From an optimization exercise on the open Yosys and OpenROAD flow, aimed at small area, a short achievable clock period and few clock cycles; shortcuts taken in it are not production practice. In this exercise RTL edits were held to simulation tests only and were not proved equivalent to the original. Power and IR drop assume default switching activity.

## MDC
module MDC(
    clk,
    rst_n,
    in_valid,
    in_data,
    in_mode,
    out_valid,
    out_data
);
For scale: about 6200 cells after synthesis, roughly 240 I/O pins, roughly 61000 sq um of cells after synthesis.
Settings: LEC_CHECK=0, CAP_MARGIN=50, CORE_MARGIN=2, CORE_UTILIZATION=40, SLEW_MARGIN=70; clock period 13.5 ns.
standard.sh (not shown) runs the stock make flow with config.mk's settings and CLKGATE_MAP_FILE= SYNTH_SCRIPT=/design/flow/synth_recipe.tcl, a recipe that flattens the netlist after the stock synthesis.
==> flow/flow/run.sh <==
#!/bin/bash
# The standard layout (the standard.sh, standard synthesis), with timing
# repair aiming at a setup slack of 9.0 ns on the 13.5 ns clock. The clock
# period and all constraints are unchanged.
set -euo pipefail
bash standard.sh SETUP_SLACK_MARGIN=9.0 finish > standard_flow.log 2>&1
The baseline finished clean.
Testbench counts at the start, summed over its fixed seeds: cycles 46,426.
Change:
--- a/flow/design.v
+++ b/flow/design.v
@@ -173,55 +173,37 @@
     end else begin
         k3   <= k2;
         p16c <= p16b;
     end
 end
 wire done2b = ((k3 == 4'd15) & ~m4b) | p16c;
 reg ov2b, ov23b, ov4b, t4sb;
-reg q15, done2c, done2d;
-reg ov2c, ov23c, ov4c, t4sc, ov2d, ov23d, t4sd;
 always @(posedge clk or negedge rst_n) begin
     if (!rst_n) begin
         done1 <= 1'b0;
         done2 <= 1'b0;
         out_valid <= 1'b0;
         ov2 <= 1'b0;
         ov3 <= 1'b0;
         ov4 <= 1'b0;
         ov23 <= 1'b0;
         ov2b <= 1'b0;
         ov23b <= 1'b0;
         ov4b <= 1'b0;
-        q15 <= 1'b0;
-        done2c <= 1'b0;
-        done2d <= 1'b0;
-        ov2c <= 1'b0;
-        ov23c <= 1'b0;
-        ov4c <= 1'b0;
-        ov2d <= 1'b0;
-        ov23d <= 1'b0;
     end else begin
         done1 <= ((k1 == 4'd15) & ~m4) | p16;
         done2 <= done1;
         out_valid <= done2;
         ov2 <= done2 & m2;
         ov3 <= done2 & m3;
         ov4 <= done2 & m4;
         ov23 <= done2 & ~m4;
         ov2b <= done2b & ~m4b & ~m3b;
         ov23b <= done2b & ~m4b;
         ov4b <= done2b & m4b;
-        q15 <= (cnt == 4'd15);
-        done2c <= (q15 & ~m4) | p16b;
-        done2d <= ((k2 == 4'd15) & ~m4b) | p16b;
-        ov2c <= done2c & m2;
-        ov23c <= done2c & ~m4;
-        ov4c <= done2c & m4;
-        ov2d <= done2d & ~m4b & ~m3b;
-        ov23d <= done2d & ~m4b;
     end
 end
 reg  [206:0] R;
 assign DET = {R[101:94], R[152:136], R[206:187]};
 reg  [21:0]  P01, P02, P03, P12, P13, P23;
 wire [33:0]  POS0 = R[33:0];
 wire [33:0]  POS1 = R[186:153];
@@ -324,34 +306,30 @@
     if (!rst_n) begin
         t3f0 <= 1'b0;
         t3f1 <= 1'b0;
         t3f2 <= 1'b0;
         t3f3 <= 1'b0;
         t4s  <= 1'b0;
         t4sb <= 1'b0;
-        t4sc <= 1'b0;
-        t4sd <= 1'b0;
     end else begin
         t3f0 <= done2 & m3 & o1[33];
         t3f1 <= done2 & m3 & o2[33];
         t3f2 <= done2 & m3 & R[33];
         t3f3 <= done2 & m3 & o0[33];
         t4s  <= done2 & m4 & Dn[44];
         t4sb <= done2b & m4b & Dn[44];
-        t4sc <= done2c & m4 & Dn[44];
-        t4sd <= done2d & m4b & Dn[44];
     end
 end
 wire [206:0] t3 = {3'b000, {17{t3f0}}, 34'b0, {17{t3f1}}, 34'b0,
                    {17{t3f2}}, 34'b0, {17{t3f3}}, 34'b0};
-wire [206:0] t4 = {{51{t4sd}}, {52{t4sb}}, {52{t4sc}}, {7{t4s}}, {22{ov4c}} & DET[44:23], {23{ov4}} & DET[22:0]};
+wire [206:0] t4 = {{103{t4sb}}, {59{t4s}}, {22{ov4b}} & DET[44:23], {23{ov4}} & DET[22:0]};
 wire [206:0] ring_bits = {20'b0, {34{1'b1}}, 17'b0, {34{1'b1}}, 17'b0,
                           {34{1'b1}}, 17'b0, {34{1'b1}}};
-wire [206:0] f23 = {{51{ov23d}}, {52{ov23b}}, {52{ov23c}}, {52{ov23}}};
-wire [206:0] f2  = {{51{ov2d}},  {52{ov2b}},  {52{ov2c}},  {52{ov2}}};
+wire [206:0] f23 = {{103{ov23b}}, {104{ov23}}};
+wire [206:0] f2  = {{103{ov2b}},  {104{ov2}}};
 assign out_data = (ring_bits & f23 & R) | (~ring_bits & f2 & R) | t3 | t4;
 endmodule
 module MUL1 #(parameter YW = 22, parameter AW = 34) (
     input  [17:0]   X,
     input  [YW-1:0] y,
     output [AW-1:0] s,
     output [AW-1:0] c,
Wire length is lower by 11%; combinational power decreases by 7.7%; global-route usage shrinks by 3.1 points; first-iteration DRC count decreases by about 17%; worst setup slack gains 0.069 ns; sequential share of layout area rises by 0.44 points; area after synthesis goes down by 1.6%.
Testbench counts after the change, summed over its fixed seeds: cycles 46,426.

what the ideal ports hide:
Ports are ideal in the flow. The routed layouts listed here were re-timed in OpenROAD.
Step 1: set_driving_cell puts a clkbuf_16 on clk and a buf_2 on each other input, an assumption about the parent block.
Step 2 moves the port delays by t, midway between the first and last clock arrival at a register: inputs arrive t later, outputs are due t later. That takes back most of the time a late clock gives input paths.
Three values: ideal, step 1, step 2; two values: the first two.
run | shift t [ns] | setup WS [ns] | worst setup path after step 2 | worst register clock-pin slew, ns | worst slew at a driven data input, ns
the first run | 0.835 | 8.719 / 8.628 / 8.678 | input to register | 0.07 / 0.07 | 0.07
the second run | 0.794 | 8.789 / 8.705 / 8.799 | input to register | 0.07 / 0.07 | 0.06
After both steps setup and hold are still met in every run listed. For the first run, which loses most, drivers alone change the setup slack by -0.091 ns; drivers and shift together by -0.041 ns.
